What follows belongs to an exercise in optimizing a design on an open flow for small area, a short achievable clock period and few clock cycles per item; a production flow would make more cautious choices. At most, simulation tests tie the RTL to the original design; equivalence was not proved. Only the layout flow was run in run 1; the RTL was not checked for function there.

==> design.v <==
module fa (input a, input b, input c, output s, output co);
    assign s = a ^ b ^ c;
    assign co = (a & b) | (a & c) | (b & c);
endmodule
module expression_solver
(
    input clk,
    input rst,
    input start,
    input [7:0] X,
    input [15:0] A,
    input [15:0] B,
    input [15:0] C,
    output [15:0] result,
    output zero,
    output overflow,
    output completed
);
    reg busy;        
    reg done;        
    reg [15:0] T;
    reg Z;           
    always @(posedge clk or posedge rst)
    begin
        if (rst) begin
            busy <= 1'b0;
            done <= 1'b0;
        end else begin
            if (start) busy <= 1'b1;
            done <= busy;
        end
    end
    wire [15:0] m = busy ? T : A;
    wire [15:0] kn = ~(busy ? C : B);
    wire pp_0_0 = ~(X[0] & m[0]);
    wire pp_0_1 = ~(X[0] & m[1]);
    wire pp_0_2 = ~(X[0] & m[2]);
    wire pp_0_3 = ~(X[0] & m[3]);
    wire pp_0_4 = ~(X[0] & m[4]);
    wire pp_0_5 = ~(X[0] & m[5]);
    wire pp_0_6 = ~(X[0] & m[6]);
    wire pp_0_7 = ~(X[0] & m[7]);
    wire pp_0_8 = ~(X[0] & m[8]);
    wire pp_0_9 = ~(X[0] & m[9]);
    wire pp_0_10 = ~(X[0] & m[10]);
    wire pp_0_11 = ~(X[0] & m[11]);
    wire pp_0_12 = ~(X[0] & m[12]);
    wire pp_0_13 = ~(X[0] & m[13]);
    wire pp_0_14 = ~(X[0] & m[14]);
    wire pp_0_15 = ~(X[0] & m[15]);
    wire pp_1_0 = ~(X[1] & m[0]);
    wire pp_1_1 = ~(X[1] & m[1]);
    wire pp_1_2 = ~(X[1] & m[2]);
    wire pp_1_3 = ~(X[1] & m[3]);
    wire pp_1_4 = ~(X[1] & m[4]);
    wire pp_1_5 = ~(X[1] & m[5]);
    wire pp_1_6 = ~(X[1] & m[6]);
    wire pp_1_7 = ~(X[1] & m[7]);
    wire pp_1_8 = ~(X[1] & m[8]);
    wire pp_1_9 = ~(X[1] & m[9]);
    wire pp_1_10 = ~(X[1] & m[10]);
    wire pp_1_11 = ~(X[1] & m[11]);
    wire pp_1_12 = ~(X[1] & m[12]);
    wire pp_1_13 = ~(X[1] & m[13]);
    wire pp_1_14 = ~(X[1] & m[14]);
    wire pp_2_0 = ~(X[2] & m[0]);
    wire pp_2_1 = ~(X[2] & m[1]);
    wire pp_2_2 = ~(X[2] & m[2]);
    wire pp_2_3 = ~(X[2] & m[3]);
    wire pp_2_4 = ~(X[2] & m[4]);
    wire pp_2_5 = ~(X[2] & m[5]);
    wire pp_2_6 = ~(X[2] & m[6]);
    wire pp_2_7 = ~(X[2] & m[7]);
    wire pp_2_8 = ~(X[2] & m[8]);
    wire pp_2_9 = ~(X[2] & m[9]);
    wire pp_2_10 = ~(X[2] & m[10]);
    wire pp_2_11 = ~(X[2] & m[11]);
    wire pp_2_12 = ~(X[2] & m[12]);
    wire pp_2_13 = ~(X[2] & m[13]);
    wire pp_3_0 = ~(X[3] & m[0]);
    wire pp_3_1 = ~(X[3] & m[1]);
    wire pp_3_2 = ~(X[3] & m[2]);
    wire pp_3_3 = ~(X[3] & m[3]);
    wire pp_3_4 = ~(X[3] & m[4]);
    wire pp_3_5 = ~(X[3] & m[5]);
    wire pp_3_6 = ~(X[3] & m[6]);
    wire pp_3_7 = ~(X[3] & m[7]);
    wire pp_3_8 = ~(X[3] & m[8]);
    wire pp_3_9 = ~(X[3] & m[9]);
    wire pp_3_10 = ~(X[3] & m[10]);
    wire pp_3_11 = ~(X[3] & m[11]);
    wire pp_3_12 = ~(X[3] & m[12]);
    wire pp_4_0 = ~(X[4] & m[0]);
    wire pp_4_1 = ~(X[4] & m[1]);
    wire pp_4_2 = ~(X[4] & m[2]);
    wire pp_4_3 = ~(X[4] & m[3]);
    wire pp_4_4 = ~(X[4] & m[4]);
    wire pp_4_5 = ~(X[4] & m[5]);
    wire pp_4_6 = ~(X[4] & m[6]);
    wire pp_4_7 = ~(X[4] & m[7]);
    wire pp_4_8 = ~(X[4] & m[8]);
    wire pp_4_9 = ~(X[4] & m[9]);
    wire pp_4_10 = ~(X[4] & m[10]);
    wire pp_4_11 = ~(X[4] & m[11]);
    wire pp_5_0 = ~(X[5] & m[0]);
    wire pp_5_1 = ~(X[5] & m[1]);
    wire pp_5_2 = ~(X[5] & m[2]);
    wire pp_5_3 = ~(X[5] & m[3]);
    wire pp_5_4 = ~(X[5] & m[4]);
    wire pp_5_5 = ~(X[5] & m[5]);
    wire pp_5_6 = ~(X[5] & m[6]);
    wire pp_5_7 = ~(X[5] & m[7]);
    wire pp_5_8 = ~(X[5] & m[8]);
    wire pp_5_9 = ~(X[5] & m[9]);
    wire pp_5_10 = ~(X[5] & m[10]);
    wire pp_6_0 = ~(X[6] & m[0]);
    wire pp_6_1 = ~(X[6] & m[1]);
    wire pp_6_2 = ~(X[6] & m[2]);
    wire pp_6_3 = ~(X[6] & m[3]);
    wire pp_6_4 = ~(X[6] & m[4]);
    wire pp_6_5 = ~(X[6] & m[5]);
    wire pp_6_6 = ~(X[6] & m[6]);
    wire pp_6_7 = ~(X[6] & m[7]);
    wire pp_6_8 = ~(X[6] & m[8]);
    wire pp_6_9 = ~(X[6] & m[9]);
    wire pp_7_0 = ~(X[7] & m[0]);
    wire pp_7_1 = ~(X[7] & m[1]);
    wire pp_7_2 = ~(X[7] & m[2]);
    wire pp_7_3 = ~(X[7] & m[3]);
    wire pp_7_4 = ~(X[7] & m[4]);
    wire pp_7_5 = ~(X[7] & m[5]);
    wire pp_7_6 = ~(X[7] & m[6]);
    wire pp_7_7 = ~(X[7] & m[7]);
    wire pp_7_8 = ~(X[7] & m[8]);
    wire s1, c2;
    assign s1 = ~(pp_0_5 ^ pp_1_4);
    assign c2 = pp_0_5 | pp_1_4;
    wire s3, c4;
    fa fa_s3 (pp_0_6, pp_1_5, pp_2_4, s3, c4);
    wire s5, c6;
    assign s5 = ~(pp_3_3 ^ pp_4_2);
    assign c6 = pp_3_3 | pp_4_2;
    wire s7, c8;
    fa fa_s7 (pp_0_7, pp_1_6, pp_2_5, s7, c8);
    wire s9, c10;
    fa fa_s9 (pp_3_4, pp_4_3, pp_5_2, s9, c10);
    wire s11, c12;
    assign s11 = ~(pp_6_1 ^ pp_7_0);
    assign c12 = pp_6_1 | pp_7_0;
    wire s13, c14;
    fa fa_s13 (pp_0_8, pp_1_7, pp_2_6, s13, c14);
    wire s15, c16;
    fa fa_s15 (pp_3_5, pp_4_4, pp_5_3, s15, c16);
    wire s17, c18;
    fa fa_s17 (pp_6_2, pp_7_1, kn[8], s17, c18);
    wire s19, c20;
    fa fa_s19 (pp_0_9, pp_1_8, pp_2_7, s19, c20);
    wire s21, c22;
    fa fa_s21 (pp_3_6, pp_4_5, pp_5_4, s21, c22);
    wire s23, c24;
    fa fa_s23 (pp_6_3, pp_7_2, kn[9], s23, c24);
    wire s25, c26;
    fa fa_s25 (pp_0_10, pp_1_9, pp_2_8, s25, c26);
    wire s27, c28;
    fa fa_s27 (pp_3_7, pp_4_6, pp_5_5, s27, c28);
    wire s29, c30;
    fa fa_s29 (pp_6_4, pp_7_3, kn[10], s29, c30);
    wire s31, c32;
    fa fa_s31 (pp_0_11, pp_1_10, pp_2_9, s31, c32);
    wire s33, c34;
    fa fa_s33 (pp_3_8, pp_4_7, pp_5_6, s33, c34);
    wire s35, c36;
    fa fa_s35 (pp_6_5, pp_7_4, kn[11], s35, c36);
    wire s37, c38;
    fa fa_s37 (pp_0_12, pp_1_11, pp_2_10, s37, c38);
    wire s39, c40;
    fa fa_s39 (pp_3_9, pp_4_8, pp_5_7, s39, c40);
    wire s41, c42;
    fa fa_s41 (pp_6_6, pp_7_5, kn[12], s41, c42);
    wire s43, c44;
    fa fa_s43 (pp_0_13, pp_1_12, pp_2_11, s43, c44);
    wire s45, c46;
    fa fa_s45 (pp_3_10, pp_4_9, pp_5_8, s45, c46);
    wire s47, c48;
    fa fa_s47 (pp_6_7, pp_7_6, kn[13], s47, c48);
    wire s49, c50;
    fa fa_s49 (pp_0_14, pp_1_13, pp_2_12, s49, c50);
    wire s51, c52;
    fa fa_s51 (pp_3_11, pp_4_10, pp_5_9, s51, c52);
    wire s53, c54;
    fa fa_s53 (pp_6_8, pp_7_7, kn[14], s53, c54);
    wire s55 = pp_0_15 ^ pp_1_14 ^ pp_2_13;
    wire s57 = pp_3_12 ^ pp_4_11 ^ pp_5_10;
    wire s59 = pp_6_9 ^ pp_7_8 ^ kn[15];
    wire s61, c62;
    assign s61 = ~(pp_0_3 ^ pp_1_2);
    assign c62 = pp_0_3 | pp_1_2;
    wire s63, c64;
    fa fa_s63 (pp_0_4, pp_1_3, pp_2_2, s63, c64);
    wire s65, c66;
    assign s65 = ~(pp_3_1 ^ pp_4_0);
    assign c66 = pp_3_1 | pp_4_0;
    wire s67, c68;
    fa fa_s67 (pp_2_3, pp_3_2, pp_4_1, s67, c68);
    wire s69, c70;
    fa fa_s69 (pp_5_0, kn[5], s1, s69, c70);
    wire s71, c72;
    fa fa_s71 (pp_5_1, pp_6_0, kn[6], s71, c72);
    wire s73, c74;
    fa fa_s73 (s3, s5, c2, s73, c74);
    wire s75, c76;
    fa fa_s75 (kn[7], s7, s9, s75, c76);
    wire s77, c78;
    fa fa_s77 (s11, c4, c6, s77, c78);
    wire s79, c80;
    fa fa_s79 (s13, s15, s17, s79, c80);
    wire s81, c82;
    fa fa_s81 (c8, c10, c12, s81, c82);
    wire s83, c84;
    fa fa_s83 (s19, s21, s23, s83, c84);
    wire s85, c86;
    fa fa_s85 (c14, c16, c18, s85, c86);
    wire s87, c88;
    fa fa_s87 (s25, s27, s29, s87, c88);
    wire s89, c90;
    fa fa_s89 (c20, c22, c24, s89, c90);
    wire s91, c92;
    fa fa_s91 (s31, s33, s35, s91, c92);
    wire s93, c94;
    fa fa_s93 (c26, c28, c30, s93, c94);
    wire s95, c96;
    fa fa_s95 (s37, s39, s41, s95, c96);
    wire s97, c98;
    fa fa_s97 (c32, c34, c36, s97, c98);
    wire s99, c100;
    fa fa_s99 (s43, s45, s47, s99, c100);
    wire s101, c102;
    fa fa_s101 (c38, c40, c42, s101, c102);
    wire s103, c104;
    fa fa_s103 (s49, s51, s53, s103, c104);
    wire s105, c106;
    fa fa_s105 (c44, c46, c48, s105, c106);
    wire s107 = s55 ^ s57 ^ s59;
    wire s109 = c50 ^ c52 ^ c54;
    wire s111, c112;
    assign s111 = ~(pp_0_2 ^ pp_1_1);
    assign c112 = pp_0_2 | pp_1_1;
    wire s113, c114;
    fa fa_s113 (pp_2_1, pp_3_0, kn[3], s113, c114);
    wire s115, c116;
    fa fa_s115 (kn[4], s63, s65, s115, c116);
    wire s117, c118;
    fa fa_s117 (s67, s69, c64, s117, c118);
    wire s119, c120;
    fa fa_s119 (s71, s73, c68, s119, c120);
    wire s121, c122;
    fa fa_s121 (s75, s77, c72, s121, c122);
    wire s123, c124;
    fa fa_s123 (s79, s81, c76, s123, c124);
    wire s125, c126;
    fa fa_s125 (s83, s85, c80, s125, c126);
    wire s127, c128;
    fa fa_s127 (s87, s89, c84, s127, c128);
    wire s129, c130;
    fa fa_s129 (s91, s93, c88, s129, c130);
    wire s131, c132;
    fa fa_s131 (s95, s97, c92, s131, c132);
    wire s133, c134;
    fa fa_s133 (s99, s101, c96, s133, c134);
    wire s135, c136;
    fa fa_s135 (s103, s105, c100, s135, c136);
    wire s137 = s107 ^ s109 ^ c104;
    wire s139, c140;
    assign s139 = ~(pp_0_1 ^ pp_1_0);
    assign c140 = pp_0_1 | pp_1_0;
    wire s141, c142;
    fa fa_s141 (pp_2_0, kn[2], s111, s141, c142);
    wire s143, c144;
    fa fa_s143 (s61, s113, c112, s143, c144);
    wire s145, c146;
    fa fa_s145 (c62, s115, c114, s145, c146);
    wire s147, c148;
    fa fa_s147 (c66, s117, c116, s147, c148);
    wire s149, c150;
    fa fa_s149 (c70, s119, c118, s149, c150);
    wire s151, c152;
    fa fa_s151 (c74, s121, c120, s151, c152);
    wire s153, c154;
    fa fa_s153 (c78, s123, c122, s153, c154);
    wire s155, c156;
    fa fa_s155 (c82, s125, c124, s155, c156);
    wire s157, c158;
    fa fa_s157 (c86, s127, c126, s157, c158);
    wire s159, c160;
    fa fa_s159 (c90, s129, c128, s159, c160);
    wire s161, c162;
    fa fa_s161 (c94, s131, c130, s161, c162);
    wire s163, c164;
    fa fa_s163 (c98, s133, c132, s163, c164);
    wire s165, c166;
    fa fa_s165 (c102, s135, c134, s165, c166);
    wire s167 = c106 ^ s137 ^ c136;
    wire [15:0] r0 = {~s167, ~s165, ~s163, ~s161, ~s159, ~s157, ~s155, ~s153, ~s151, ~s149, ~s147, ~s145, ~s143, ~s141, ~kn[1], ~pp_0_0};
    wire [15:0] r1 = {~c166, ~c164, ~c162, ~c160, ~c158, ~c156, ~c154, ~c152, ~c150, ~c148, ~c146, ~c144, ~c142, ~c140, ~s139, ~kn[0]};
    wire [15:0] y = r0 + r1;
    wire [15:0] p = r0 ^ r1;
    wire [15:0] o = r0 | r1;
    wire yz = ~|(p ^ {o[14:0], 1'b0});
    assign result = done ? T : y;
    assign zero = done ? Z : yz;
    always @(posedge clk)
    begin
        T <= result;
        Z <= zero;
    end
    assign completed = busy;
    assign overflow = 1'b0;
endmodule
==> flow/run.sh <==
#!/bin/bash
# The standard layout, with the port buffers made from the smallest buffer
# (buf_1) instead of the delay buffer buffer_ports picks by default; the
# resizer still upsizes them where timing, slew or load ask for it.
set -euo pipefail
export BUFFER_PORTS_ARGS="-buffer_cell sky130_fd_sc_hd__buf_1"
bash standard.sh > standard_finish.log 2>&1
==> standard.sh <==
#!/bin/bash
# synth_recipe.tcl (not shown) runs the flow's synth.tcl, then flattens the netlist and writes it again
# the make line also repeats each setting of config.mk as NAME=value (left out here)
make -C /OpenROAD-flow-scripts/flow DESIGN_CONFIG=/design/flow/config.mk WORK_HOME=/design/flow/orfs CLKGATE_MAP_FILE= SYNTH_SCRIPT=/design/flow/synth_recipe.tcl "${@:-finish}"
==> config.mk <==
export PLATFORM = sky130hd
export DESIGN_NAME = expression_solver
export DESIGN_NICKNAME = expression_solver
export VERILOG_FILES = /design/flow/design.v
export SDC_FILE = /design/flow/constraint.sdc
export NUM_CORES = 4
export LEC_CHECK = 0
export CAP_MARGIN = 20
export CORE_MARGIN = 2
export CORE_UTILIZATION = 40
export SLEW_MARGIN = 20
export SYNTH_HIERARCHICAL = 1
export SYNTH_MINIMUM_KEEP_SIZE = 0
==> constraint.sdc <==
create_clock -name core_clock -period 11.0 [get_ports {clk}]
set_input_delay 2.2000 -clock core_clock [delete_from_list [all_inputs] [get_ports {clk}]]
set_output_delay 2.2000 -clock core_clock [all_outputs]
set_load 0.01 [all_outputs]
==> results of run 1 <==
[per-module statistics from Yosys, one instance, submodules excluded]
module	flops+latches	cells inside	cell area, sq um
expression_solver	19	392	2831
fa	0	1	20.02
[logic make-up after synthesis]
kind of cell,synth area share
adders and majority gates,0.4452
other,0.0008859
xor gates and xnor gates,0.08602
and+or+nand+nor,0.1499
buffers and inverters,0.06326
DFF,0.09223
muxes,0.08779
AOI/OAI and AO/OA,0.07478
[layer usage]
metal	part of all wire	routed length [um]
met1	0.44	4579
met5	0	0
met4	0.010	110
met2	0.51	5398
met3	0.040	424
[sequential cells by signal, summed over array words and instances, names as in the netlist]
register	count
Z	1
T	16
done	1
busy	1
[through the flow]
stage / cell area [sq um] / hold slack [ns] / instances
after floorplan: 4233 / 0.4537 / 462
after global placement: 4628 / 0.4780 / 659
after detailed placement: 4628 / 0.4778 / 659
after CTS: 4673 / 0.5005 / 663
after global routing: 4673 / 0.5252 / 663
final: 4673 / 0.5012 / 663
[final timing paths]
path / cells past startpoint / slack [ns] / startpoint / end
max: 15 / 1.50 / X[0] / result[12]
min: 1 / 0.50 / T[0] / T[0]
max reg2reg: 15 / 5.23 / busy / T[12]
min reg2reg: 1 / 0.50 / T[0] / T[0]
max in group asynchronous: 2 / 9.12 / rst / busy
min in group asynchronous: 2 / 1.76 / rst / done
[area by class of cell]
class                   count  area, sq um
clock buffers               4        45.04
flip-flops and latches     19        391.6
fillers                  1053         5604
multi-input cells         376         3575
inverters                  49        183.9
repair buffers             79        307.8
well taps                 136        170.2
[worst reg2reg max path, stage by stage (launching register included)]
cell and delay [ns]:
dfrtp_2 0.69, buf_4 0.38, mux2_2 0.49, nand2_1 0.13, fa_1 0.46, fa_1 0.57
fa_1 0.44, fa_1 0.56, inv_1 0.05, ha_1 0.36, o21ai_0 0.11, nand2b_1 0.08
a31oi_1 0.11, o21ai_0 0.60, nor4_1 0.10, a211oi_1 0.48
[cells in the mapped netlist (5+ instances only)]
cell type	count
mux2i_1	15
nor4_1	6
a21oi_1	13
inv_1	49
dfxtp_1	17
clkbuf_1	8
xnor2_1	25
mux2_4	5
xor2_1	12
ha_1	37
a21o_1	8
fa_1	71
mux2_2	13
nand2_1	102
o21ai_0	19
and2_1	14
==> results.toml, run 1 <==
[logic_synthesis]
seq_area_frac_synth = 0.09223
async_reset_ff_frac = 0.1053
synth_seq_cells = 19
synth.distinct_cells = 44
syn-num-nets = 629
synth_edf_count = 0
yosys.area.top_type = "fa_1"
netlist_instances = 462
yosys_warnings = 7
ys.flop_type = "dfxtp_1"
synth_area_per_cell_sq_um = 9.162
synthTopCellsByArea = "fa_1 (34%), ha_1 (11%), nand2_1 (9.0%), dfxtp_1 (8.0%), xnor2_1 (5.2%)"
synth_area_sq_um = 4233
yosysTopAreaCellShare = 0.3358

[drt]
vias = 3369
avgViaCountPerCell = 5.081
drtPass1Iterations = 4
initialDrtViolationCount = 126
ant_nets = 0
wl_per_cell_um = 15.86
finalWirelength_um = 10510
drc_errors = 0

[global_routing]
gr-usage-met3 = 0.009119
grt_pass1_wl_um = 17510
grt-ovfl-total = 0
met1_usage = 0.2651
grt_pass1_vias = 3557
grt_max_degree = 34
use_met2 = 0.3471
antenna_found_initial = 0
grt_usage = 0.1932
busiest_layer = "met2"

[sta]
setup_viol = 0
drv_slew = 0
fmax_ghz = 0.1053
finalClockSkew_ns = 0.01392
setup_ws_ns = 1.499
rsz0062_at_grt = "no"
min_period_ns = 9.501
fin_tns_setup_ns = 0
slew_headroom = 0.3608
worst_pin_slew_ns = 0.9588
finalCritPeriodShare = 0.8637
final-hold-violation-count = 0

[placement]
hpwl_um = 8842
gp_congestion = 0.8834
place_ws_ns = 1.574
numPortBuffers = 76

[clock_network]
cts_root_buf = "clkbuf_8"
cts_hold_buf = 0
postCtsSetupBuffers = 0
cts_buffers = 3
cts.sinks = 19
cts-htree-levels = 1
cts_buffer_depth = 2
cts_resized = 0
clkTransAtPathRegs_ns = 0.09
cts_tree = "built"
insertion_delay_ns = 0.26

[floorplan]
core_sq_um = 10280
io_pins = 78
initial_core_util = 0.4119
rows = 37
dieArea_sq_um = 11420
die_w_um = 106.9
die_h_um = 106.9

[cells_and_area]
area_delta_synth_final_pct = 10.40
drive_above_1_share = 0.06072
finalCoreUtilization = 0.4547
mostFrequentLayoutCells = "nand2_1 (102), buf_1 (76), fa_1 (71)"
nets = 695
antenna_cells = 0
final_common_cell = "nand2_1"

[hold_path]
hp-class = "flop to flop"

[critical_path]
arrival_ns = 7.30
crit_family = "adder cells"
crit_path_end_kind = "output port"
crit_fanout = 18
crit_required_ns = 8.80
crit_chain = "buf_1 > nand2_1 > fa_1 > fa_1 > fa_1 > fa_1 > inv_1 > ha_1 > o21ai_0 > nand2b_1 > a31oi_1 > o21ai_0 > nor4_1 > a211oi_1 > buf_1"
cp_common_cell = "fa_1"
cp_slowest_cell = "buf_1"
worstSetupPathType = "input pin to output port"
startpoint_type = "input pin"
max_stage_delay_ns = 0.69
path_buf_inv = 3

[run_status]
status = "finished clean"

[job]
drv_cap = 0
==> run 2, diff against run 1 <==
--- a/design.v
+++ b/design.v
@@ -21,3 +21,2 @@
     reg [15:0] T;
-    reg Z;           
     always @(posedge clk or posedge rst)
@@ -305,7 +304,4 @@
     wire [15:0] y = r0 + r1;
-    wire [15:0] p = r0 ^ r1;
-    wire [15:0] o = r0 | r1;
-    wire yz = ~|(p ^ {o[14:0], 1'b0});
     assign result = done ? T : y;
-    assign zero = done ? Z : yz;
+    assign zero = ~|result;
     always @(posedge clk)
@@ -313,3 +309,2 @@
         T <= result;
-        Z <= zero;
     end
==> run 2 against run 1 <==
Still clean on timing, DRC and antenna. Core utilization shrank 0.38 points. Register-to-register slack lost 0.05 ns. Critical path type unchanged. Critical endpoint is now zero.
==> results.toml, run 2 <==
[logic_synthesis]
synth_area_sq_um = 3910
seq_area_frac_synth = 0.09472
yosysTopAreaCellShare = 0.3635
syn-num-nets = 575
synth_fa_ha_area_frac = 0.4339
yosys_warnings = 7
ys.flop_type = "dfxtp_1"
synth_seq_cells = 18
yosys.area.top_type = "fa_1"
synth_compound_area_frac = 0.09888
yosys-mux-area-fraction = 0.1024
async_reset_ff_frac = 0.1111
netlist_top_cells_count = "nand2_1 (97), fa_1 (71), inv_1 (41)"
synth_top_family_by_area = "adder cells"
synthTopCellsByArea = "fa_1 (36%), nand2_1 (9.3%), dfxtp_1 (8.2%), ha_1 (7.0%), mux2_2 (4.6%)"
synth.distinct_cells = 44
netlist_instances = 423
synth.most_common_cell = "nand2_1"
synthSimpleGateAreaFrac = 0.1501
synth_edf_count = 0
synth_xor_area_frac = 0.05952
synth_area_per_cell_sq_um = 9.243

[sta]
hold_ws_ns = 0.5058
setup_viol = 0
drv_slew = 0
rsz0062_at_grt = "no"
fmax_ghz = 0.1029
fin_tns_setup_ns = 0
finalCritPeriodShare = 0.8838
finalClockSkew_ns = 0.008240
min_period_ns = 9.722
slew_headroom = 0.3454
worst_pin_slew_ns = 0.9819
final-hold-violation-count = 0

[critical_path]
max_stage_delay_ns = 0.62
critical_path.endpoint = "zero"
path_buf_inv = 3
r2r-start = "busy"
startpoint_type = "input pin"
r2r-end = "T[14]"
arrival_ns = 7.52
cp-startpoint = "X[0]"
regToRegSetupSlack_ns = 5.18
cp_slowest_cell = "buf_1"
worstSetupPathType = "input pin to output port"
crit_fanout = 16
crit_required_ns = 8.80
cp_common_cell = "fa_1"
worstRegToRegCells = 16
crit_path_end_kind = "output port"
crit_family = "adder cells"
crit_chain = "buf_1 > nand2_1 > fa_1 > fa_1 > fa_1 > fa_1 > inv_1 > ha_1 > a211oi_1 > o31ai_1 > a211oi_1 > xnor2_1 > o21ai_0 > nor3_1 > nand3_1 > a2111oi_4 > buf_1"
cp.depth = 17

[placement]
hpwl_um = 8102
place_area_sq_um = 4292
gp_congestion = 0.8880
numPortBuffers = 76

[cells_and_area]
reg.largest.list = "T x16, busy x1, done x1"
antenna_cells = 0
post-route-cell-area_sq_um = 4347
mostFrequentLayoutCells = "nand2_1 (97), buf_1 (76), fa_1 (71)"
nets = 641
top_register = "T"
largest_register_ffs = 16
drive_above_1_share = 0.06762
area_delta_synth_final_pct = 11.17
final_common_cell = "nand2_1"

[floorplan]
io_pins = 78
rows = 36
dieArea_sq_um = 10580
die_h_um = 102.9
die_w_um = 102.9
initial_core_util = 0.4056
core_sq_um = 9639

[job]
drv_cap = 0

[clock_network]
cts_hold_buf = 0
cts_resized = 0
cts_buffers = 3
cts.sinks = 18
cts_buffer_depth = 2
cts_tree = "built"
insertion_delay_ns = 0.25
cts-htree-levels = 1
clkTransAtPathRegs_ns = 0.07
postCtsSetupBuffers = 0
cts_root_buf = "clkbuf_8"

[global_routing]
antenna_found_initial = 0
grt_pass1_wl_um = 16470
grt_pass1_vias = 3334
grt_max_degree = 39
grt-ovfl-total = 0
grt_usage = 0.2017

[drt]
wl_per_cell_um = 16.43
initialDrtViolationCount = 142
finalWirelength_um = 10200
ant_nets = 0
vias = 3190
drtPass1Iterations = 4
avgViaCountPerCell = 5.137
drc_errors = 0

[run_status]
status = "finished clean"

[hold_path]
hp-class = "flop to flop"
## run 2: layout make-up
class	count	area, sq um
clock buffers	4	55.05
fillers	977	5293
inverters	41	153.9
multi-input cells	348	3307
flip-flops and latches	18	371.6
well taps	133	166.4
repair buffers	77	292.8
## run 2: per-stage QoR
step,std cells,utilization,worst slack [ns]
2_1_floorplan,423,-,2.201
3_3_place_gp,617,0.4452,1.504
3_5_place_dp,617,0.4452,1.317
4_1_cts,621,0.4509,1.306
5_1_grt,621,0.4509,0.8989
6_report,621,0.4509,1.278
## run 2: worst reg2reg max path: stages, from the launching register on
cell and delay [ns]:
dfrtp_2 1.01, mux2_2 0.47, nand2_1 0.13, fa_1 0.61, fa_1 0.45, fa_1 0.53
fa_1 0.52, inv_1 0.04, ha_1 0.35, a211oi_1 0.37, o31ai_1 0.12, a211oi_1 0.36
o21bai_1 0.10, a21o_1 0.19, xnor2_1 0.13, nor2_1 0.09, a21o_1 0.23
## run 2: how the worst min path moves through the flow
stage / endpoint / from / slack, ns / cells after the start
floorplan: done / busy / 0.45 / 0
global placement: T[6] / T[6] / 0.48 / 1
detailed placement: T[2] / T[2] / 0.50 / 2
CTS: T[2] / T[2] / 0.51 / 2
global route: T[2] / T[2] / 0.52 / 2
finish: T[2] / T[2] / 0.51 / 2
## run 2: per-layer routing
layer | GRT usage | share of wire | up-vias
met2 | 0.3766 | 0.52 | 113
met3 | 0.02102 | 0.047 | 10
li1 | - | - | 1501
met1 | 0.2571 | 0.42 | 1566
met5 | 0 | 0 | -
met4 | 0.03138 | 0.011 | 0
## run 2: logic make-up after synthesis
family,after synthesis
AND/OR/NAND/NOR,135
flip-flops,18
buffers and inverters,57
multiplexers,35
AO/OA/AOI/OAI,59
adder cells (fa/ha/maj),93
other,1
XOR/XNOR,25
## run 2: per-module statistics from Yosys, one instance, submodules excluded
module	cells	flip-flops and latches	times used	cell area [sq um]
expression_solver	353	18	1	2509
fa	1	0	70	20.02
Testbench counts of run 2, summed over its fixed seeds: cycles 2,400, items 1,200.

-- separate check: timing with driven ports --
Ports are ideal in the flow. The routed layouts listed here were re-timed in OpenROAD.
Step 1 (the two cells are an assumption about what drives the block):
set clk [get_ports {clk}]
set_driving_cell -lib_cell sky130_fd_sc_hd__clkbuf_16 $clk
set_driving_cell -lib_cell sky130_fd_sc_hd__buf_2 [delete_from_list [all_inputs] $clk]
Step 2 times the ports against the registers' clock, not the clock port: input delays grow and output delays shrink by t, the midpoint of the rising clock arrivals with the driver on.
Slacks: no drivers / after step 1 / after step 2; pairs: no drivers / after step 1.
run | t (ns) | setup WS [ns] | clock arrival spread, ns
run 1 | 0.280 | 1.499 / 1.473 / 1.473 | 0.014 / 0.014
run 2 | 0.268 | 1.278 / 1.250 / 1.250 | 0.009 / 0.008
After both steps setup and hold are still met in every run listed. The setup slack of run 2, which loses most, moves by -0.028 ns with the drivers and by -0.028 ns with both steps.
